Source: an optimization exercise on an open RTL-to-GDS flow (aim: small area). Production flows keep margins and buffers that such runs may drop. The RTL was checked by simulation tests, not by an equivalence proof against the original design. No driver is modelled on the clock port, so clocking that relies on it looks cheaper here than on a real chip. Power figures rest on the tool's default switching activity, not on a simulated workload.

## rev 12
Design traffic_top, start of the top module:
module traffic_top(
    input  wire        MAX10_CLK1_50,
    input  wire [1:0]  KEY,
    input  wire [9:0]  SW,
    output wire [9:0]  LEDR,
    output wire [6:0]  HEX0
);
Size in the first run: ~120 cells after synthesis, about 30 I/O pins.
==> flow/config.mk <==
export PLATFORM = sky130hd
export DESIGN_NAME = traffic_top
export DESIGN_NICKNAME = traffic_top
export VERILOG_FILES = /design/flow/design.v
export SDC_FILE = /design/flow/constraint.sdc
export NUM_CORES = 4
export LEC_CHECK = 0
export CAP_MARGIN = 20
export CORE_MARGIN = 2
export CORE_UTILIZATION = 40
export SLEW_MARGIN = 20
==> flow/constraint.sdc <==
create_clock -name core_clock -period 10.0 [get_ports {MAX10_CLK1_50}]
set_input_delay 2.0000 -clock core_clock [delete_from_list [all_inputs] [get_ports {MAX10_CLK1_50}]]
set_output_delay 2.0000 -clock core_clock [all_outputs]
set_load 0.01 [all_outputs]
standard.sh (not shown) runs the stock make flow with config.mk's settings and CLKGATE_MAP_FILE= SYNTH_SCRIPT=/design/flow/synth_recipe.tcl, a recipe that flattens the netlist after the stock synthesis.
==> flow/flow/run.sh <==
#!/bin/bash
# Standard ORFS layout with two changes:
#  1. after the standard synthesis, the combinational logic is mapped again
#     for area with ABC (the registers are kept as they are, same cells and
#     names), and the new netlist is proven equivalent to the old one;
#  2. port buffers use buf_1 and clock tree synthesis uses small clock buffers
#     without dummy loads.
set -euo pipefail
WORK=$(pwd)
FLOW=$WORK/flow
R=$WORK/orfs/results/$FLOW_PLATFORM/traffic_top/base

bash standard.sh synth > synth.log 2>&1

cp "$R/1_2_yosys.v" resynth_in.v
LIB=$(ls "$FLOW_HOME"/platforms/"$FLOW_PLATFORM"/lib/sky130_fd_sc_hd__tt_025C_1v80.lib)
sed -e "s#@LIB@#$LIB#g" -e "s#@ABC@#$FLOW/area.abc#g" "$FLOW/resynth.ys" > resynth.ys
sed -e "s#@LIB@#$LIB#g" -e "s#@FLOW@#$FLOW#g" "$FLOW/equiv.ys" > equiv.ys
if yosys -s resynth.ys > resynth.log 2>&1 && yosys -s equiv.ys > equiv.log 2>&1; then
    cp resynth_out.v "$R/1_2_yosys.v"
    rm -f "$R/1_synth.odb" "$R/1_synth.sdc"
    echo "resynthesis used" > resynth_status.txt
else
    echo "resynthesis failed, standard netlist kept" > resynth_status.txt
fi

bash standard.sh \
    "BUFFER_PORTS_ARGS=-buffer_cell sky130_fd_sc_hd__buf_1" \
    "CTS_ARGS=-sink_clustering_enable -repair_clock_nets -dont_use_dummy_load -buf_list sky130_fd_sc_hd__clkbuf_2 sky130_fd_sc_hd__clkbuf_4" \
    finish > layout.log 2>&1
Other scripts of this flow, unchanged in this note and not shown: flow/flow/area.abc, flow/flow/conb.v, flow/flow/equiv.ys, flow/flow/resynth.ys
What ended rev 12 was a tool error in 4_1_cts; the run never finished.
#### Input delta (rev 13 over rev 12)
--- a/flow/flow/run.sh
+++ b/flow/flow/run.sh
@@ -27,4 +27,4 @@
 bash standard.sh \
     "BUFFER_PORTS_ARGS=-buffer_cell sky130_fd_sc_hd__buf_1" \
-    "CTS_ARGS=-sink_clustering_enable -repair_clock_nets -dont_use_dummy_load -buf_list sky130_fd_sc_hd__clkbuf_2 sky130_fd_sc_hd__clkbuf_4" \
+    "CTS_ARGS=-sink_clustering_enable -repair_clock_nets -dont_use_dummy_load -buf_list {sky130_fd_sc_hd__clkbuf_2 sky130_fd_sc_hd__clkbuf_4}" \
     finish > layout.log 2>&1
==> comparison <==
Rev 13 | status: complete | timing, DRC, antenna: pass. As far as final weighted congestion in routability-driven placement goes, rev 13 and rev 12 are indistinguishable; the numbers are identical. Rev 12 → rev 13: synthesized area closely matched the old numbers, setup slack after placement closely matched the old numbers. Rev 12 -> rev 13: cell row count delta 0, exact match.

Another version of the RTL of traffic_top (not shown whole).
Size in the first run: roughly 30 I/O pins, about 0.0013 mm² of cells after synthesis.
export LEC_CHECK = 0
export CAP_MARGIN = 20
export CORE_MARGIN = 2
export CORE_UTILIZATION = 40
export GPL_TIMING_DRIVEN = 0
export SLEW_MARGIN = 20
create_clock -name core_clock -period 10.0 [get_ports {MAX10_CLK1_50}]
==> flow/flow/run.sh <==
#!/bin/bash
# Standard ORFS layout with three changes:
#  1. after the standard synthesis, the combinational logic is mapped again
#     for area with ABC (four seeds, the smallest result is kept); registers
#     keep their cells and names, and the new netlist is proven equivalent to
#     the standard one before it is used;
#  2. port buffers use buf_1;
#  3. the clock tree is a single clock buffer at the centroid of the
#     registers, in place of TritonCTS's H-tree (clock_tree.tcl).
set -euo pipefail
export WORK=$(pwd)

FLOW=$WORK/flow
R=$WORK/orfs/results/$FLOW_PLATFORM/traffic_top/base
LIB=$(ls "$FLOW_HOME"/platforms/"$FLOW_PLATFORM"/lib/sky130_fd_sc_hd__tt_025C_1v80.lib)
PORTS="BUFFER_PORTS_ARGS=-buffer_cell sky130_fd_sc_hd__buf_1"

bash standard.sh synth > synth.log 2>&1

cp "$R/1_2_yosys.v" resynth_in.v
best=""
best_area=""
for seed in 0 1 2 3; do
    printf 'strash\n&get -n\n&deepsyn -T 40 -S %d\n&dch -f\n&nf -R 1000\n&put\n' $seed > area_$seed.abc
    sed -e "s#@LIB@#$LIB#g" -e "s#@ABC@#$WORK/area_$seed.abc#g" \
        -e "s#resynth_out.v#resynth_out_$seed.v#" "$FLOW/resynth.ys" > resynth_$seed.ys
    yosys -s resynth_$seed.ys > resynth_$seed.log 2>&1 &
done
wait || true
for seed in 0 1 2 3; do
    a=$(grep "Chip area" resynth_$seed.log | tail -1 | awk '{print $NF}' || true)
    [[ -n "$a" && -f resynth_out_$seed.v ]] || continue
    if [[ -z "$best" ]] || awk "BEGIN{exit !($a < $best_area)}"; then
        best=$seed; best_area=$a
    fi
done
echo "best seed: ${best:-none} area ${best_area:-none}" > resynth_status.txt
if [[ -n "$best" ]]; then
    cp resynth_out_$best.v resynth_out.v
    sed -e "s#@LIB@#$LIB#g" -e "s#@FLOW@#$FLOW#g" "$FLOW/equiv.ys" > equiv.ys
    if yosys -s equiv.ys > equiv.log 2>&1; then
        cp resynth_out.v "$R/1_2_yosys.v"
        rm -f "$R/1_synth.odb" "$R/1_synth.sdc"
        echo "resynthesis used" >> resynth_status.txt
    else
        echo "equivalence not proven, standard netlist kept" >> resynth_status.txt
    fi
fi

bash standard.sh "$PORTS" place > place.log 2>&1

openroad -no_init -exit "$FLOW/clock_tree.tcl" > clock_tree.log 2>&1

bash standard.sh "$PORTS" finish > layout.log 2>&1
Other scripts of this flow, unchanged in this note and not shown: flow/flow/clock_tree.tcl, flow/flow/conb.v, flow/flow/equiv.ys, flow/flow/resynth.ys
Next try:
--- a/flow/flow/run.sh
+++ b/flow/flow/run.sh
@@ -2,8 +1,0 @@
-# Standard ORFS layout with three changes:
-#  1. after the standard synthesis, the combinational logic is mapped again
-#     for area with ABC (four seeds, the smallest result is kept); registers
-#     keep their cells and names, and the new netlist is proven equivalent to
-#     the standard one before it is used;
-#  2. port buffers use buf_1;
-#  3. the clock tree is a single clock buffer at the centroid of the
-#     registers, in place of TritonCTS's H-tree (clock_tree.tcl).
@@ -23,2 +15,8 @@
-for seed in 0 1 2 3; do
-    printf 'strash\n&get -n\n&deepsyn -T 40 -S %d\n&dch -f\n&nf -R 1000\n&put\n' $seed > area_$seed.abc
+SEEDS="0 1 2 3 4 5 6 7"
+for seed in $SEEDS; do
+    {
+        printf 'strash\n&get -n\n&deepsyn -T 40 -S %d\n&dch -f\n&nf -R 1000\n&put\n' $seed
+        for round in 1 2 3; do
+            printf 'strash\n&get -n\n&dch -f\n&nf -R 1000\n&put\n'
+        done
+    } > area_$seed.abc
@@ -27 +24,0 @@
-    yosys -s resynth_$seed.ys > resynth_$seed.log 2>&1 &
@@ -29,2 +26,8 @@
-wait || true
-for seed in 0 1 2 3; do
+# four at a time, one per core
+for batch in "0 1 2 3" "4 5 6 7"; do
+    for seed in $batch; do
+        yosys -s resynth_$seed.ys > resynth_$seed.log 2>&1 &
+    done
+    wait || true
+done
+for seed in $SEEDS; do
Effect: Hold slack is about the same. Final cell count drops by 3.1%. Maximum frequency hardly moves. Cell area drops by 0.70%. Setup slack gains 0.0092 ns. Combinational power barely changes. Wire length climbs by 2.3%. Power barely changes. Clock skew drops by 0.0061 ns. Core utilization drops by 0.33 points. Sequential cell count stays the same.
Next try:
--- a/flow/flow/run.sh
+++ b/flow/flow/run.sh
@@ -1,0 +2,8 @@
+# Standard ORFS layout with three changes:
+#  1. after the standard synthesis, the combinational logic is mapped again
+#     for area with ABC (four seeds, the smallest result is kept); registers
+#     keep their cells and names, and the new netlist is proven equivalent to
+#     the standard one before it is used;
+#  2. port buffers use buf_1;
+#  3. the clock tree is a single clock buffer at the centroid of the
+#     registers, in place of TritonCTS's H-tree (clock_tree.tcl).
@@ -15,8 +23,2 @@
-SEEDS="0 1 2 3 4 5 6 7"
-for seed in $SEEDS; do
-    {
-        printf 'strash\n&get -n\n&deepsyn -T 40 -S %d\n&dch -f\n&nf -R 1000\n&put\n' $seed
-        for round in 1 2 3; do
-            printf 'strash\n&get -n\n&dch -f\n&nf -R 1000\n&put\n'
-        done
-    } > area_$seed.abc
+for seed in 0 1 2 3; do
+    printf 'strash\n&get -n\n&deepsyn -T 40 -S %d\n&dch -f\n&nf -R 1000\n&put\n' $seed > area_$seed.abc
@@ -24,0 +27 @@
+    yosys -s resynth_$seed.ys > resynth_$seed.log 2>&1 &
@@ -26,8 +29,2 @@
-# four at a time, one per core
-for batch in "0 1 2 3" "4 5 6 7"; do
-    for seed in $batch; do
-        yosys -s resynth_$seed.ys > resynth_$seed.log 2>&1 &
-    done
-    wait || true
-done
-for seed in $SEEDS; do
+wait || true
+for seed in 0 1 2 3; do
--- a/flow/config.mk
+++ b/flow/config.mk
@@ -11 +10,0 @@
-export GPL_TIMING_DRIVEN = 0
Routed wire length went up by 2.1%.
First-iteration DRC count goes up by 47%.
Utilization rose by 0.54 points.

-- port drivers added, routing unchanged --
Ports are ideal in the flow. The routed layouts listed here were re-timed in OpenROAD. Step 1, drivers: a clkbuf_16 drives MAX10_CLK1_50 and a buf_2 each remaining input, both assumed. Step 2 adds t to the input delays and takes it off the output delays; t is the mean of the earliest and latest rising clock arrival at the registers after step 1. Input paths then give back, and output paths get back, about the clock's delay inside the block. Three values: no drivers, after step 1, after step 2; two values: the first two.
| run | t, ns | slack for setup (ns) | worst setup path at the end |
|---|---|---|---|
| rev 13 | 0.331 | 5.721 / 5.696 / 5.696 | input to output |
| the first run of note 2 | 0.193 | 5.672 / 5.649 / 5.649 | input to output |
| the second run of note 2 | 0.197 | 5.682 / 5.658 / 5.658 | input to output |
| the third run of note 2 | 0.194 | 5.681 / 5.657 / 5.657 | input to output |
After both steps every run listed still meets setup and hold. For rev 13, which loses most, drivers alone change the setup slack by -0.025 ns; drivers and shift together by -0.025 ns.
